Source: an optimization exercise on an open RTL-to-GDS flow (aim: small area). Production flows keep margins and buffers that such runs may drop. Only simulation tests tie the RTL to the original design; equivalence was not proved. The clock port is modelled as an ideal driver; clocking choices that lean on that would not hold on a real chip.

Design iic_if, start of the top module:
module		iic_if
(
	input			RSTN,
	input			MCK,
	input			iSCL,
	input			iSDA,
	output			SDO,				 
	input	[ 6:0]	SLAVE,				 
	input	[ 3:0]	SDO_MARGIN,			 
	output	reg		SLAVE_EN,
	input	[31:0]	MDO,
	output	[15:0]	MAD,
	output	[31:0]	MDI,
	output	[31:0]	MBE,
	output			MWE,
	output			MRE
);
Size: about 130 I/O pins.
export LEC_CHECK = 0
export ABC_AREA = 1
export CAP_MARGIN = 0
export CORE_MARGIN = 2
export CORE_UTILIZATION = 65
export PLACE_DENSITY = 0.75
export SLEW_MARGIN = 0
create_clock -name core_clock -period 5.0 [get_ports {MCK}]
standard.sh (not shown) runs the stock make flow with config.mk's settings and CLKGATE_MAP_FILE= SYNTH_SCRIPT=/design/flow/synth_recipe.tcl, a recipe that flattens the netlist after the stock synthesis.
==> flow/flow/run.sh <==
#!/bin/bash
# Standard ORFS layout with: the standard synthesis re-mapped for area (flip-flops
# untouched, equivalence proven, else the standard netlist is kept), the smallest
# buffer on each port, a clock tree of small clock buffers without dummy loads
# (leaves upsized where the clock slew is high), and cells with spare slack
# downsized after placement.
set -euo pipefail
W=$PWD
R=$W/orfs/results/$FLOW_PLATFORM/iic_if/base
YOSYS=$FLOW_HOME/../tools/install/yosys/bin/yosys
[[ -x $YOSYS ]] || YOSYS=yosys
export BUFFER_PORTS_ARGS="-buffer_cell sky130_fd_sc_hd__buf_1"
export CTS_ARGS="-sink_clustering_enable -repair_clock_nets -dont_use_dummy_load -buf_list sky130_fd_sc_hd__clkbuf_4 -sink_clustering_size 20"
export POST_CTS_TCL="$W/flow/post_cts.tcl"
export POST_RESIZE_TCL="$W/flow/post_resize.tcl"

bash standard.sh synth > synth.log 2>&1

export REMAP_LIB=$FLOW_HOME/platforms/$FLOW_PLATFORM/lib/sky130_fd_sc_hd__tt_025C_1v80.lib
export REMAP_DONT_USE=$W/flow/dont_use.txt
export REMAP_TOP=$FLOW_TOP
export REMAP_IN=$W/std_synth.v
cp $R/1_2_yosys.v $REMAP_IN
# try several ABC scripts; keep the smallest netlist proven equivalent
best=""; best_area=""
for abc in $W/flow/remap*.abc; do
  n=$(basename $abc .abc)
  export REMAP_ABC=$abc REMAP_OUT=$W/$n.v
  if $YOSYS -c $W/flow/remap.tcl > $n.log 2>&1 && $YOSYS -c $W/flow/eqv.tcl > ${n}_eqv.log 2>&1; then
    a=$(grep "Chip area for top module" $n.log | tail -1 | awk '{print $NF}')
    echo "remap: $n area $a (proven equivalent)" | tee -a remap.log
    if [[ -z $best_area ]] || awk -v a=$a -v b=$best_area 'BEGIN{exit !(a<b)}'; then best=$REMAP_OUT; best_area=$a; fi
  else
    echo "remap: $n failed" | tee -a remap.log
  fi
done
if [[ -n $best ]]; then
  echo "remap: using $best ($best_area)" | tee -a remap.log
  cp $best $R/1_2_yosys.v
  rm -f $R/1_synth.odb $R/1_synth.sdc
  bash standard.sh synth > synth2.log 2>&1
else
  echo "remap: keeping the standard netlist" | tee -a remap.log
fi

bash standard.sh > standard.log 2>&1
==> flow/flow/eqv.tcl <==
# Prove the re-mapped netlist equivalent to the standard one (registers paired by name).
set lib $::env(REMAP_LIB)
yosys read_liberty -ignore_miss_func $lib
yosys read_verilog $::env(REMAP_IN)
yosys rename $::env(REMAP_TOP) gold
yosys read_verilog $::env(REMAP_OUT)
yosys rename $::env(REMAP_TOP) gate
yosys flatten gold gate
# pair only ports and registers: hide the netlists' auto-generated names
yosys rename -hide gold/w:_* gate/w:_* gold/c:_* gate/c:_*
yosys async2sync
yosys opt_clean
yosys equiv_make gold gate equiv
yosys equiv_simple -seq 2
yosys equiv_induct
yosys equiv_status -assert
==> flow/flow/remap.tcl <==
# Re-map the combinational logic of the standard synthesis netlist for area.
# Flip-flop instances (names and cell types) are kept as they are.
set lib $::env(REMAP_LIB)
set dont_use {}
set f [open $::env(REMAP_DONT_USE)]
foreach c [split [read $f] "\n"] { if {$c ne ""} { lappend dont_use -dont_use $c } }
close $f
yosys read_liberty -overwrite -setattr liberty_cell -ignore_miss_func $lib
yosys read_verilog -overwrite $::env(REMAP_IN)
yosys hierarchy -top $::env(REMAP_TOP)
# sequential cells and tie cells stay as instances
foreach m [yosys tee -q -s result.string ls] {}
foreach c {dfrtp dfstp dfxtp edfxtp dfrbp dfbbp dfbbn dfsbp edfxbp dfrtn dfxbp sdfrtp sdfstp sdfxtp dlxtp dlxtn dlrtp conb} {
  foreach d {1 2 4} {
    catch { yosys setattr -mod -set keep_hierarchy 1 sky130_fd_sc_hd__${c}_$d }
  }
}
yosys flatten
yosys opt -purge
yosys abc -liberty $lib -script $::env(REMAP_ABC) {*}$dont_use
yosys opt_clean -purge
yosys stat -liberty $lib
yosys select -module $::env(REMAP_TOP)
yosys write_verilog -noattr -selected $::env(REMAP_OUT)
==> flow/flow/remap1.abc <==
strash
ifraig
dc2
dch -f
amap
topo
==> flow/flow/remap2.abc <==
strash
dc2
dch -f
amap
topo
==> flow/flow/remap3.abc <==
strash
dch -f
amap
topo
==> flow/flow/remap4.abc <==
strash
ifraig
resub -K 8
dc2
dch -f
amap
topo
==> flow/flow/remap5.abc <==
strash
dc2
dch -f
amap
strash
dc2
dch -f
amap
topo
==> flow/flow/remap6.abc <==
strash
ifraig
drw
drf
dc2
dch -f
amap
topo
Other scripts of this flow, unchanged in this note and not shown: flow/flow/dont_use.txt, flow/flow/post_cts.tcl, flow/flow/post_resize.tcl
Edit:
==> flow/flow/run.sh (replaced) <==
#!/bin/bash
# Standard ORFS layout with: the standard synthesis re-mapped for area (flip-flops
# untouched, equivalence proven, else the standard netlist is kept), the smallest
# buffer on each port, a clock tree of small clock buffers without dummy loads
# (leaves upsized where the clock slew is high), and cells with spare slack
# downsized after placement.
set -euo pipefail
W=$PWD
R=$W/orfs/results/$FLOW_PLATFORM/iic_if/base
YOSYS=$FLOW_HOME/../tools/install/yosys/bin/yosys
[[ -x $YOSYS ]] || YOSYS=yosys
export BUFFER_PORTS_ARGS="-buffer_cell sky130_fd_sc_hd__buf_1"
export CTS_ARGS="-sink_clustering_enable -repair_clock_nets -dont_use_dummy_load -buf_list sky130_fd_sc_hd__clkbuf_4 -sink_clustering_size 20"
export POST_CTS_TCL="$W/flow/post_cts.tcl"
export POST_RESIZE_TCL="$W/flow/post_resize.tcl"

bash standard.sh synth > synth.log 2>&1

export REMAP_LIB=$FLOW_HOME/platforms/$FLOW_PLATFORM/lib/sky130_fd_sc_hd__tt_025C_1v80.lib
export REMAP_DONT_USE=$W/flow/dont_use.txt
export REMAP_ABC=$W/flow/remap.abc
export REMAP_TOP=$FLOW_TOP
export REMAP_IN=$W/std_synth.v
export REMAP_OUT=$W/remap_synth.v
cp $R/1_2_yosys.v $REMAP_IN
if $YOSYS -c $W/flow/remap.tcl > remap.log 2>&1 && $YOSYS -c $W/flow/eqv.tcl > remap_eqv.log 2>&1; then
  echo "remap: using the re-mapped netlist" | tee -a remap.log
  cp $REMAP_OUT $R/1_2_yosys.v
  rm -f $R/1_synth.odb $R/1_synth.sdc
  bash standard.sh synth > synth2.log 2>&1
else
  echo "remap: failed, keeping the standard netlist" | tee -a remap.log
fi

bash standard.sh > standard.log 2>&1
--- a/flow/flow/eqv.tcl
+++ b/flow/flow/eqv.tcl
@@ -7,6 +7,4 @@
 yosys rename $::env(REMAP_TOP) gate
 yosys flatten gold gate
-# pair only ports and registers: hide the netlists' auto-generated names
-yosys rename -hide gold/w:_* gate/w:_* gold/c:_* gate/c:_*
 yosys async2sync
 yosys opt_clean
==> flow/flow/remap.abc (new file) <==
strash
ifraig
dc2
dch -f
amap
topo
- CAP_MARGIN: 0 -> 20
- SLEW_MARGIN: 0 -> 20
removed: flow/flow/remap1.abc
removed: flow/flow/remap2.abc
removed: flow/flow/remap3.abc
removed: flow/flow/remap4.abc
removed: flow/flow/remap5.abc
removed: flow/flow/remap6.abc
Effect: Setup slack loses 540 ps. Maximum frequency drops by 13%. Worst hold slack is better by 15 ps. Die area increases by 1.4%.

-- separate check: timing with driven ports --
How much do the figures lean on ideal ports? The routed layouts below were timed once more, with nothing changed but the port constraints. Step 1 assumes that a clkbuf_16 drives the clock port and a buf_2 every other input. Step 2 times the ports against the registers' clock, not the clock port: input delays grow and output delays shrink by t, the midpoint of the rising clock arrivals with the driver on. Slacks: ideal ports / drivers / drivers and shift; pairs: ideal ports / drivers.
| run | t (ns) | setup slack, ns | worst data-port slew with drivers (ns) |
|---|---|---|---|
| the first run | 0.433 | 1.484 / 1.450 / 1.715 | 0.06 |
| the second run | 0.424 | 0.947 / 0.915 / 1.203 | 0.04 |
After both steps setup and hold are still met in every run listed.
